What follows belongs to an exercise in optimizing a design on an open flow for small area; a production flow would make more cautious choices.
In this exercise RTL edits were held to simulation tests only and were not proved equivalent to the original.
Power and IR drop assume default switching activity.

==> flow/design.v <==
module alu(
   input  [15:0] A,      
   input  [15:0] B,      
   input  [2:0]  op,     
   input  [3:0]  imm,    
   output [15:0] Out
   );
   wire        sub = op[0];
   wire [15:0] bx  = B ^ {16{sub}};
   wire [15:0] sum = A + bx + {15'd0, sub};
   wire right = op[1] ^ op[0];           
   wire rot   = op[1] & op[0];           
   wire fill  = op[1] & ~op[0] & A[15];  
   wire [15:0] x0, x1, x2, x3, x4, y;
   genvar i;
   generate
      for (i = 0; i < 16; i = i + 1) begin : g_rev
         assign x0[i] = right ? A[15-i] : A[i];
         assign y[i]  = right ? x4[15-i] : x4[i];
      end
   endgenerate
   function [15:0] stage(input [15:0] x, input en, input integer s,
                         input r, input f);
      integer k;
      begin
         for (k = 0; k < 16; k = k + 1)
            if (!en)
               stage[k] = x[k];
            else if (k >= s)
               stage[k] = x[k-s];
            else
               stage[k] = r ? x[k-s+16] : f;
      end
   endfunction
   assign x1 = stage(x0, imm[0], 1, rot, fill);
   assign x2 = stage(x1, imm[1], 2, rot, fill);
   assign x3 = stage(x2, imm[2], 4, rot, fill);
   assign x4 = stage(x3, imm[3], 8, rot, fill);
   assign Out = op[2]          ? y :
                (op[1:0] == 2'd2) ? (A & B) :
                (op[1:0] == 2'd3) ? (A | B) : sum;
endmodule
module Reg_File (
	input         Clock,
	input         Reset,
	input         Wen,
	input  [3:0]  RAddr1,
	input  [3:0]  RAddr2,
	input  [3:0]  WAddr,
	input  [15:0] WData,
	output [15:0] RData1,
	output [15:0] RData2
	);
	reg  [15:0] R [1:15];
	reg  [15:1] valid;
	wire [15:1] wsel;
	wire [15:0] rd1 [0:15];
	wire [15:0] rd2 [0:15];
	assign rd1[0] = 16'd0;
	assign rd2[0] = 16'd0;
	genvar i;
	generate
		for (i = 1; i < 16; i = i + 1) begin : g_reg
			assign wsel[i] = Wen & (WAddr == i);
			always @(posedge Clock or negedge Reset)
				if (!Reset)
					valid[i] <= 1'b0;
				else if (wsel[i])
					valid[i] <= 1'b1;
			always @(posedge Clock)
				if (wsel[i])
					R[i] <= WData;
			assign rd1[i] = rd1[i-1] | ({16{valid[i] & (RAddr1 == i)}} & R[i]);
			assign rd2[i] = rd2[i-1] | ({16{valid[i] & (RAddr2 == i)}} & R[i]);
		end
	endgenerate
	assign RData1 = rd1[15];
	assign RData2 = rd2[15];
endmodule
module Control(
  input  [3:0] control_input,
  output       WriteEn,
  output [2:0] ALUOp
  );
  assign WriteEn = control_input[3];
  assign ALUOp   = control_input[2:0];
endmodule
module datapath (
	input         clk,
	input         rst,
	input  [15:0] Instruction,
	input  [15:0] DataInit,
	input         InitSel,
	output [15:0] ALUOut
);
wire        WriteEn;
wire [2:0]  ALUOp;
wire [15:0] RData1;
wire [15:0] RData2;
wire [15:0] WData;
assign WData = InitSel ? ALUOut : DataInit;
Control Control_inst (
		.control_input(Instruction[15:12]),
		.ALUOp(ALUOp),
		.WriteEn(WriteEn)
);
alu alu_inst (
		.A(RData1),
		.B(RData2),
		.op(ALUOp),
		.imm(Instruction[3:0]),
		.Out(ALUOut)
);
Reg_File Reg_File_inst (
		.Clock(clk),
		.Reset(rst),
		.Wen(WriteEn),
		.RAddr1(Instruction[7:4]),
		.RAddr2(Instruction[3:0]),
		.WAddr(Instruction[11:8]),
		.WData(WData),
		.RData1(RData1),
		.RData2(RData2)
);
endmodule
==> flow/config.mk <==
export PLATFORM = sky130hd
export DESIGN_NAME = datapath
export DESIGN_NICKNAME = datapath
export VERILOG_FILES = /design/flow/design.v
export SDC_FILE = /design/flow/constraint.sdc
export NUM_CORES = 4
export LEC_CHECK = 0
export CAP_MARGIN = 20
export CORE_MARGIN = 2
export CORE_UTILIZATION = 40
export PLACE_DENSITY = 0.55
export SLEW_MARGIN = 20
==> flow/constraint.sdc <==
create_clock -name core_clock -period 12.0 [get_ports {clk}]
set_input_delay 2.4000 -clock core_clock [delete_from_list [all_inputs] [get_ports {clk}]]
set_output_delay 2.4000 -clock core_clock [all_outputs]
set_load 0.01 [all_outputs]
run.sh (not shown) runs the stock make flow with config.mk's settings and CLKGATE_MAP_FILE= SYNTH_SCRIPT=/design/flow/synth_recipe.tcl, a recipe that flattens the netlist after the stock synthesis.
Rerun with:
--- a/flow/design.v
+++ b/flow/design.v
@@ -1,47 +1,31 @@
 module alu(
    input  [15:0] A,      
    input  [15:0] B,      
    input  [2:0]  op,     
    input  [3:0]  imm,    
-   output [15:0] Out
+   output reg [15:0] Out
    );
-   wire        sub = op[0];
-   wire [15:0] bx  = B ^ {16{sub}};
-   wire [15:0] sum = A + bx + {15'd0, sub};
-   wire right = op[1] ^ op[0];           
-   wire rot   = op[1] & op[0];           
-   wire fill  = op[1] & ~op[0] & A[15];  
-   wire [15:0] x0, x1, x2, x3, x4, y;
-   genvar i;
-   generate
-      for (i = 0; i < 16; i = i + 1) begin : g_rev
-         assign x0[i] = right ? A[15-i] : A[i];
-         assign y[i]  = right ? x4[15-i] : x4[i];
-      end
-   endgenerate
-   function [15:0] stage(input [15:0] x, input en, input integer s,
-                         input r, input f);
-      integer k;
-      begin
-         for (k = 0; k < 16; k = k + 1)
-            if (!en)
-               stage[k] = x[k];
-            else if (k >= s)
-               stage[k] = x[k-s];
-            else
-               stage[k] = r ? x[k-s+16] : f;
-      end
-   endfunction
-   assign x1 = stage(x0, imm[0], 1, rot, fill);
-   assign x2 = stage(x1, imm[1], 2, rot, fill);
-   assign x3 = stage(x2, imm[2], 4, rot, fill);
-   assign x4 = stage(x3, imm[3], 8, rot, fill);
-   assign Out = op[2]          ? y :
-                (op[1:0] == 2'd2) ? (A & B) :
-                (op[1:0] == 2'd3) ? (A | B) : sum;
+   reg [31:0] tmp;
+always @(*)
+begin
+   tmp = 32'd0;
+   case(op)
+       3'd0: Out = A + B;
+       3'd1: Out = A - B;
+       3'd2: Out = A & B;
+       3'd3: Out = A | B;
+       3'd4: Out = A << imm;
+       3'd5: Out = A >> imm;
+       3'd6: Out = $signed(A) >>> imm;
+       default: begin
+              tmp = {A, A} << imm;
+              Out = tmp[31:16];
+             end
+   endcase
+end
 endmodule
 module Reg_File (
 	input         Clock,
 	input         Reset,
 	input         Wen,
 	input  [3:0]  RAddr1,
The new run completed with no timing, DRC or antenna violations.
Clock skew climbs by 5.6 ps.
Total power climbs by a few percent.
Routed wire length climbs by a quarter to a third.
Global-route usage climbs by 4.5 points.
Design area climbs by a few percent.
Maximum frequency drops slightly.
Worst hold slack gets worse by 6.4 ps.
Setup slack gets worse by 150 ps.
Clock-buffer cell count drops by 3.
Critical path depth drops by 3.

========
Setup of maple:
datapath, a different RTL version from the one above (not shown whole).
Size in the first run: ~790 cells after synthesis, ~260 flip-flops, about 51 I/O pins, ~12,000 um^2 of cells after synthesis.
==> module Reg_File, before the edit <==
module Reg_File (
	input         Clock,
	input         Reset,
	input         Wen,
	input  [3:0]  RAddr1,
	input  [3:0]  RAddr2,
	input  [3:0]  WAddr,
	input  [15:0] WData,
	output [15:0] RData1,
	output [15:0] RData2
	);
	reg  [15:0] R [1:15];
	reg  [15:1] valid;
	wire [15:1] wsel, s1, s2;
	wire [3:0] wlo, whi, r1lo, r1hi, r2lo, r2hi;
	genvar i;
	generate
		for (i = 0; i < 4; i = i + 1) begin : g_pre
			assign wlo[i]  = (WAddr[1:0] == i);
			assign whi[i]  = Wen & (WAddr[3:2] == i);
			assign r1lo[i] = (RAddr1[1:0] == i);
			assign r1hi[i] = (RAddr1[3:2] == i);
			assign r2lo[i] = (RAddr2[1:0] == i);
			assign r2hi[i] = (RAddr2[3:2] == i);
		end
	endgenerate
	generate
		for (i = 1; i < 16; i = i + 1) begin : g_reg
			assign wsel[i] = wlo[i%4] & whi[i/4];
			assign s1[i]   = valid[i] & r1lo[i%4] & r1hi[i/4];
			assign s2[i]   = valid[i] & r2lo[i%4] & r2hi[i/4];
			always @(posedge Clock or negedge Reset)
				if (!Reset)
					valid[i] <= 1'b0;
				else if (wsel[i])
					valid[i] <= 1'b1;
			always @(posedge Clock)
				if (wsel[i])
					R[i] <= WData;
		end
	endgenerate
	function [15:0] rd(input [15:1] s);
		integer g;
		reg [15:0] grp;
		begin
			rd = 16'd0;
			for (g = 0; g < 5; g = g + 1) begin
				grp = ({16{s[3*g+1]}} & R[3*g+1]) |
				      ({16{s[3*g+2]}} & R[3*g+2]) |
				      ({16{s[3*g+3]}} & R[3*g+3]);
				rd = rd | grp;
			end
		end
	endfunction
	assign RData1 = rd(s1);
	assign RData2 = rd(s2);
endmodule
export LEC_CHECK = 0
export CAP_MARGIN = 10
export CORE_MARGIN = 2
export CORE_UTILIZATION = 40
export GPL_TIMING_DRIVEN = 0
export PLACE_DENSITY = 0.55
export SLEW_MARGIN = 10
create_clock -name core_clock -period 12.0 [get_ports {clk}]
standard.sh (not shown) runs the stock make flow with config.mk's settings and CLKGATE_MAP_FILE= SYNTH_SCRIPT=/design/flow/synth_recipe.tcl, a recipe that flattens the netlist after the stock synthesis.
==> flow/flow/run.sh <==
#!/bin/bash
# ORFS synthesis with an area-oriented abc script (registers as in the
# standard synthesis), then the standard layout with smaller port buffers
# and a clock tree without dummy loads. Each tool's output goes to its own
# log in this folder (and ORFS's per-step logs under orfs/logs).
set -euo pipefail
W=$(pwd)

bash standard.sh synth \
  SYNTH_SCRIPT=$W/flow/synth.tcl MY_ABC_SCRIPT=$W/flow/area.abc \
  > $W/flow_synth.log 2>&1

bash standard.sh finish \
  "BUFFER_PORTS_ARGS=-buffer_cell sky130_fd_sc_hd__buf_1" \
  "CTS_ARGS=-sink_clustering_enable -repair_clock_nets -dont_use_dummy_load -buf_list sky130_fd_sc_hd__clkbuf_4 -sink_clustering_size 10 -sink_clustering_max_diameter 40" \
  > $W/flow_finish.log 2>&1
==> flow/flow/area.abc <==
&get -n; &st; &nf -a -R 1000; &put
==> flow/flow/synth.tcl <==
proc synth {args} { yosys synth -nofsm -noshare {*}$args }
proc abc {args} {
  set i [lsearch -exact $args -script]
  if { $i >= 0 && [info exists ::env(MY_ABC_SCRIPT)] } { lset args [expr {$i + 1}] $::env(MY_ABC_SCRIPT) }
  yosys abc {*}$args
}
source $::env(SCRIPTS_DIR)/synth.tcl
# left out here: clear keep_hierarchy, flatten, clean up, hide names made inside functions, write 1_2_yosys.v
For cedar, these inputs were changed with respect to maple:
diff --git a/flow/design.v b/flow/design.v
--- a/flow/design.v
+++ b/flow/design.v
@@ -77,27 +77,16 @@
 	output [15:0] RData2
 	);
 	reg  [15:0] R [1:15];
 	reg  [15:1] valid;
 	wire [15:1] wsel, s1, s2;
-	wire [3:0] wlo, whi, r1lo, r1hi, r2lo, r2hi;
 	genvar i;
 	generate
-		for (i = 0; i < 4; i = i + 1) begin : g_pre
-			assign wlo[i]  = (WAddr[1:0] == i);
-			assign whi[i]  = Wen & (WAddr[3:2] == i);
-			assign r1lo[i] = (RAddr1[1:0] == i);
-			assign r1hi[i] = (RAddr1[3:2] == i);
-			assign r2lo[i] = (RAddr2[1:0] == i);
-			assign r2hi[i] = (RAddr2[3:2] == i);
-		end
-	endgenerate
-	generate
 		for (i = 1; i < 16; i = i + 1) begin : g_reg
-			assign wsel[i] = wlo[i%4] & whi[i/4];
-			assign s1[i]   = valid[i] & r1lo[i%4] & r1hi[i/4];
-			assign s2[i]   = valid[i] & r2lo[i%4] & r2hi[i/4];
+			assign wsel[i] = Wen & (WAddr == i);
+			assign s1[i]   = valid[i] & (RAddr1 == i);
+			assign s2[i]   = valid[i] & (RAddr2 == i);
 			always @(posedge Clock or negedge Reset)
 				if (!Reset)
 					valid[i] <= 1'b0;
 				else if (wsel[i])
 					valid[i] <= 1'b1;
==> run notes <==
As of cedar, layout clock buffer count had fallen by a few percent compared to maple.
The core of cedar is less densely filled than that of maple.
cedar -> maple: final hold slack flat
cedar against maple: share of the clock period used by the worst path after layout shows an increase of 1.3 points, compound-gate portion of the synthesized area shows no meaningful change.
Compared with maple, in cedar horizontal extent of the die roughly the same; data arrival at the endpoint of the critical path went up by 150 ps; final worst-path setup slack went down; depth of the worst register-to-register path held.
Looking only at net switching fraction of the power, and setting everything else aside, the higher value of maple and cedar goes to cedar.

## re-timing with driven ports
No port has a modelled driver above. Below, the same layouts with a new extraction and two added sets of constraints.
Step 1, drivers: a clkbuf_16 drives clk and a buf_2 each remaining input, both assumed.
Step 2 also shifts input and output timing later by t, the mid clock arrival at the registers, as if the neighbouring blocks saw the same clock.
a / b / c = ideal ports / drivers / drivers and shift; a / b = the first two.
run | t (ns) | setup WS [ns] | hold WS [ns]
the first run of note 1 | 0.601 | 0.886 / 0.853 / 0.853 | 0.548 / 0.548 / 0.548
the second run of note 1 | 0.591 | 0.736 / 0.712 / 0.712 | 0.541 / 0.541 / 0.541
maple | 0.652 | 0.340 / 0.308 / 0.308 | 0.491 / 0.491 / 0.491
cedar | 0.657 | 0.189 / 0.161 / 0.161 | 0.488 / 0.488 / 0.488
After both steps setup and hold are still met in every run listed. For the first run of note 1, which loses most, drivers alone change the setup slack by -0.033 ns; drivers and shift together by -0.033 ns.
